Source: an optimization exercise on an open RTL-to-GDS flow (aim: small area). Production flows keep margins and buffers that such runs may drop. At most, simulation tests tie the RTL to the original design; equivalence was not proved.

Setup of rev 12:
==> flow/design.v <==
`timescale 1ns / 1ps
module Edge_Detection_Top #(
    parameter WIDTH   = 8,
    parameter H_RES   = 80,
    parameter V_RES   = 120,
    parameter TH_HIGH = 40,
    parameter TH_LOW  = 20
) (
    input  logic             clk,
    input  logic             rstn,
    input  logic             i_vsync,
    input  logic             i_hsync,
    input  logic             i_de,
    input  logic [WIDTH-1:0] i_r_data,
    input  logic [WIDTH-1:0] i_g_data,
    input  logic [WIDTH-1:0] i_b_data,
    output logic             o_vsync,
    output logic             o_hsync,
    output logic             o_de,
    output logic [WIDTH-1:0] o_data
);
    localparam int SD = 2 * H_RES + 13;  
    localparam int L2 = 2 * H_RES + 2;   
    logic [SD-1:0] vd, hd, sd;
    always_ff @(posedge clk) begin
        vd <= {vd[SD-2:0], i_vsync};
        hd <= {hd[SD-2:0], i_hsync};
        sd <= {sd[SD-2:0], i_de};
    end
    assign o_vsync = vd[SD-1];
    assign o_hsync = hd[SD-1];
    assign o_de    = sd[SD-1];
    wire en_g = sd[0];   
    wire en_s = sd[3];   
    wire en_n = sd[4];   
    logic [7:0] gray;
    logic [15:0] gsum, rr, gg, bb, rb;
    assign rr = 16'(i_r_data);
    assign gg = 16'(i_g_data);
    assign bb = 16'(i_b_data);
    assign rb = rr + bb;
    assign gsum = (rr << 6) + (bb << 4) + (rb << 3) + (rb << 2) + rb
                + (gg << 7) + (gg << 4) + (gg << 2) + (gg << 1);
    always_ff @(posedge clk) gray <= gsum[15:8];
    localparam int GL = 2 * H_RES;
    logic [8*GL-1:0] gc;      
    logic [9:0] vnew, va, vb;
    logic [11:0] gconv;
    logic [7:0] g1, g2, g3;   
    always_comb begin
        vnew  = 10'(gc[8*((GL)-1)+:8]) + 10'({gc[8*((H_RES)-1)+:8], 1'b0}) + 10'(gray);
        gconv = 12'(vb) + 12'({va, 1'b0}) + 12'(vnew);
    end
    always_ff @(posedge clk) begin
        if (en_g) begin
            gc <= {gc[8*GL-9:0], gray};
            va <= vnew;
            vb <= va;
            g1 <= gconv[11:4];
            g2 <= g1;
            g3 <= g2;
        end
    end
    logic [8*L2-1:0] sc;
    always_ff @(posedge clk) if (en_s) sc <= {sc[8*L2-9:0], g3};
    logic [9:0] sp, sn, tp, tn;
    logic signed [10:0] ss, tt;
    always_comb begin
        sp = 10'(g3) + 10'(sc[8*((H_RES)-1)+:8]) + 10'(sc[8*((1)-1)+:8]);                   
        sn = 10'(sc[8*((L2)-1)+:8]) + 10'(sc[8*((H_RES+2)-1)+:8]) + 10'(sc[8*((L2-1)-1)+:8]);  
        tp = 10'(sc[8*((L2-2)-1)+:8]) + 10'(sc[8*((H_RES)-1)+:8]) + 10'(sc[8*((L2-1)-1)+:8]);  
        tn = 10'(sc[8*((2)-1)+:8]) + 10'(sc[8*((H_RES+2)-1)+:8]) + 10'(sc[8*((1)-1)+:8]);     
    end
    always_ff @(posedge clk) begin
        ss <= $signed({1'b0, sp}) - $signed({1'b0, sn});
        tt <= $signed({1'b0, tp}) - $signed({1'b0, tn});
    end
    logic [9:0] as, at, ma, mb;
    logic s_ge_t;
    logic [11:0] mb3;
    logic [7:0] mag;
    logic [1:0] dir;
    always_comb begin
        as   = ss[10] ? 10'(-ss) : 10'(ss);
        at   = tt[10] ? 10'(-tt) : 10'(tt);
        s_ge_t = as >= at;
        ma   = s_ge_t ? as : at;
        mb   = s_ge_t ? at : as;
        mb3  = 12'(mb) + 12'({mb, 1'b0});
        mag  = (ma[9:8] != 2'b0) ? 8'hFF : ma[7:0];
        if (mb3 > 12'(ma)) dir = (ss[10] == tt[10]) ? 2'd0 : 2'd2;
        else dir = s_ge_t ? 2'd3 : 2'd1;
    end
    localparam int LM = H_RES + 1;
    logic [8*LM-1:0] mc;        
    logic [3:0] older_ok;       
    logic [H_RES-1:0] fl;       
    logic [2*H_RES-1:0] dl;     
    logic res;
    logic [7:0] ctr, nb;
    logic f_new, res_new;
    logic [1:0] dold;
    always_comb begin
        f_new = older_ok[dir] & ((dir != 2'd0) | (mc[8*((1)-1)+:8] >= mag));
        dold = dl[2*H_RES-1 -: 2];
        ctr  = mc[8*((LM)-1)+:8];
        case (dold)
            2'd1:    nb = mc[8*((2)-1)+:8];
            2'd2:    nb = mc[8*((1)-1)+:8];
            2'd3:    nb = mag;
            default: nb = 8'd0;
        endcase
        res_new = fl[H_RES-1] & (ctr >= nb);
    end
    always_ff @(posedge clk) begin
        if (en_n) begin
            mc <= {mc[8*LM-9:0], mag};
            older_ok[0] <= (mag >= TH_HIGH) & (mag >= mc[8*((1)-1)+:8]);
            older_ok[1] <= (mag >= TH_HIGH) & (mag >= mc[8*((H_RES-1)-1)+:8]);
            older_ok[2] <= (mag >= TH_HIGH) & (mag >= mc[8*((H_RES)-1)+:8]);
            older_ok[3] <= (mag >= TH_HIGH) & (mag >= mc[8*((H_RES+1)-1)+:8]);
            fl <= {fl[H_RES-2:0], f_new};
            dl <= {dl[2*H_RES-3:0], dir};
            res <= res_new;
        end
    end
    logic [5:0] od;
    always_ff @(posedge clk) od <= {od[4:0], en_n & res};
    assign o_data = {WIDTH{od[5]}};
endmodule
clock: 10.0 ns
lec_check: 0
cap_margin: 10
core_margin: 2
core_utilization: 60
place_density: 0.7
slew_margin: 10
standard.sh (not shown) runs the stock make flow with config.mk's settings and CLKGATE_MAP_FILE= SYNTH_SCRIPT=/design/flow/synth_recipe.tcl, a recipe that flattens the netlist after the stock synthesis.
==> flow/flow/run.sh <==
#!/bin/bash
# Standard ORFS layout (the standard.sh, standard synthesis), except for
# the make variables in flow/opts.sh: clock tree synthesis with small clock
# buffers and no dummy balancing loads, and small port buffers.
# Each step's output goes to a log file of its own in this folder.
set -euo pipefail
cd "$(dirname "$0")/.."
source flow/opts.sh
for step in synth floorplan place cts finish; do
  bash standard.sh "${ARGS[@]}" $step > $step.log 2>&1
done
==> flow/flow/opts.sh <==
ARGS=(
  "CTS_ARGS=-sink_clustering_enable -repair_clock_nets -dont_use_dummy_load -buf_list sky130_fd_sc_hd__clkbuf_4 -sink_clustering_size 10 -sink_clustering_max_diameter 40"
  "BUFFER_PORTS_ARGS=-buffer_cell sky130_fd_sc_hd__buf_1"
)
#### Input delta (rev 13 over rev 12)
==> flow/design.v, changed modules only <==
module Edge_Detection_Top #(
    parameter WIDTH   = 8,
    parameter H_RES   = 80,
    parameter V_RES   = 120,
    parameter TH_HIGH = 40,
    parameter TH_LOW  = 20
) (
    input  logic             clk,
    input  logic             rstn,
    input  logic             i_vsync,
    input  logic             i_hsync,
    input  logic             i_de,
    input  logic [WIDTH-1:0] i_r_data,
    input  logic [WIDTH-1:0] i_g_data,
    input  logic [WIDTH-1:0] i_b_data,
    output logic             o_vsync,
    output logic             o_hsync,
    output logic             o_de,
    output logic [WIDTH-1:0] o_data
);
    localparam int SD = 173;             
    localparam int L2 = 2 * H_RES + 2;   
    logic [SD-1:0] vd, hd, sd;
    always_ff @(posedge clk) begin
        vd <= {vd[SD-2:0], i_vsync};
        hd <= {hd[SD-2:0], i_hsync};
        sd <= {sd[SD-2:0], i_de};
    end
    assign o_vsync = vd[SD-1];
    assign o_hsync = hd[SD-1];
    assign o_de    = sd[SD-1];
    wire en_g = sd[0];   
    wire en_s = sd[3];   
    wire en_n = sd[4];   
    logic [7:0] gray;
    logic [15:0] gsum, rr, gg, bb, rb;
    assign rr = 16'(i_r_data);
    assign gg = 16'(i_g_data);
    assign bb = 16'(i_b_data);
    assign rb = rr + bb;
    assign gsum = (rr << 6) + (bb << 4) + (rb << 3) + (rb << 2) + rb
                + (gg << 7) + (gg << 4) + (gg << 2) + (gg << 1);
    always_ff @(posedge clk) gray <= gsum[15:8];
    logic [8*L2-1:0] gc;   
    logic [7:0] g1, g2, g3;   
    logic [11:0] gconv;
    always_comb begin
        gconv = 12'(gc[8*((L2)-1)+:8]) + 12'({gc[8*((L2-1)-1)+:8], 1'b0}) + 12'(gc[8*((L2-2)-1)+:8])
              + 12'({gc[8*((H_RES+2)-1)+:8], 1'b0}) + 12'({gc[8*((H_RES+1)-1)+:8], 2'b0}) + 12'({gc[8*((H_RES)-1)+:8], 1'b0})
              + 12'(gc[8*((2)-1)+:8]) + 12'({gc[8*((1)-1)+:8], 1'b0}) + 12'(gray);
    end
    always_ff @(posedge clk) begin
        if (en_g) begin
            gc <= {gc[8*L2-9:0], gray};
            g1 <= gconv[11:4];
            g2 <= g1;
            g3 <= g2;
        end
    end
    logic [8*L2-1:0] sc;
    always_ff @(posedge clk) if (en_s) sc <= {sc[8*L2-9:0], g3};
    logic signed [9:0] dfd, dhb, dia, dcg;
    logic signed [10:0] ss, tt;
    always_comb begin
        dfd = $signed({2'b0, sc[8*((H_RES)-1)+:8]}) - $signed({2'b0, sc[8*((H_RES+2)-1)+:8]});   
        dhb = $signed({2'b0, sc[8*((1)-1)+:8]}) - $signed({2'b0, sc[8*((L2-1)-1)+:8]});          
        dia = $signed({2'b0, g3}) - $signed({2'b0, sc[8*((L2)-1)+:8]});                          
        dcg = $signed({2'b0, sc[8*((L2-2)-1)+:8]}) - $signed({2'b0, sc[8*((2)-1)+:8]});          
    end
    always_ff @(posedge clk) begin
        ss <= 11'(dia) + 11'(dfd) + 11'(dhb);
        tt <= 11'(dcg) + 11'(dfd) - 11'(dhb);
    end
    logic [9:0] as, at, ma, mb;
    logic s_ge_t;
    logic [11:0] mb3;
    logic [7:0] mag;
    logic [1:0] dir;
    always_comb begin
        as   = ss[10] ? 10'(-ss) : 10'(ss);
        at   = tt[10] ? 10'(-tt) : 10'(tt);
        s_ge_t = as >= at;
        ma   = s_ge_t ? as : at;
        mb   = s_ge_t ? at : as;
        mb3  = 12'(mb) + 12'({mb, 1'b0});
        mag  = (ma[9:8] != 2'b0) ? 8'hFF : ma[7:0];
        if (mb3 > 12'(ma)) dir = (ss[10] == tt[10]) ? 2'd0 : 2'd2;
        else dir = s_ge_t ? 2'd3 : 2'd1;
    end
    localparam int LM = H_RES + 1;
    logic [8*LM-1:0] mc;        
    logic [3:0] older_ok;       
    logic [H_RES-1:0] fl;       
    logic [2*H_RES-1:0] dl;     
    logic res;
    logic [7:0] ctr, nb;
    logic f_new, res_new;
    logic [1:0] dold;
    always_comb begin
        f_new = older_ok[dir] & ((dir != 2'd0) | (mc[8*((1)-1)+:8] >= mag));
        dold = dl[2*H_RES-1 -: 2];
        ctr  = mc[8*((LM)-1)+:8];
        case (dold)
            2'd1:    nb = mc[8*((2)-1)+:8];
            2'd2:    nb = mc[8*((1)-1)+:8];
            2'd3:    nb = mag;
            default: nb = 8'd0;
        endcase
        res_new = fl[H_RES-1] & (ctr >= nb);
    end
    always_ff @(posedge clk) begin
        if (en_n) begin
            mc <= {mc[8*LM-9:0], mag};
            older_ok[0] <= (mag >= TH_HIGH) & (mag >= mc[8*((1)-1)+:8]);
            older_ok[1] <= (mag >= TH_HIGH) & (mag >= mc[8*((H_RES-1)-1)+:8]);
            older_ok[2] <= (mag >= TH_HIGH) & (mag >= mc[8*((H_RES)-1)+:8]);
            older_ok[3] <= (mag >= TH_HIGH) & (mag >= mc[8*((H_RES+1)-1)+:8]);
            fl <= {fl[H_RES-2:0], f_new};
            dl <= {dl[2*H_RES-3:0], dir};
            res <= res_new;
        end
    end
    logic [5:0] od;
    always_ff @(posedge clk) od <= {od[4:0], en_n & res};
    assign o_data = {WIDTH{od[5]}};
endmodule
Clock-cell share of area: rev 12 vs rev 13 — no meaningful difference. [diff] design area, rev 13 relative to rev 12: regression. Going from rev 12 to rev 13, full die area went up about 0.5%, fmax went up 0.0032 GHz. Compared with rev 12, in rev 13 number of cells produced by synthesis rose 70; buffering overhead stayed essentially flat; maximum number of pins on one net before global-route repair decreased by 25 relative to the old numbers; clock-buffer cell count was more or less identical; initial antenna violation count lower. In the reports for rev 12 and rev 13, the larger final worst-path setup slack belongs to rev 13.
Only the layout flow was run in rev 13; the RTL was not checked for function there.

## re-timing with driven ports
No port has a modelled driver above. Below, the same layouts with a new extraction and two added sets of constraints.
Step 1 assumes that a clkbuf_16 drives the clock port and a buf_2 every other input.
Step 2 moves the port delays by t, midway between the first and last clock arrival at a register: inputs arrive t later, outputs are due t later. That takes back most of the time a late clock gives input paths.
a / b / c = ideal / step 1 / step 2; a / b = the first two.
run | shift t [ns] | slack for setup (ns) | worst register clock-pin slew, ns | cell pins on the clock port's net
rev 12 | 1.417 | 2.691 / 2.691 / 2.073 | 0.11 / 0.11 | 1
rev 13 | 1.425 | 2.856 / 2.856 / 2.188 | 0.11 / 0.11 | 1
After both steps every run listed still meets setup and hold. For rev 13, which loses most, drivers alone change the setup slack by 0.000 ns; drivers and shift together by -0.668 ns.
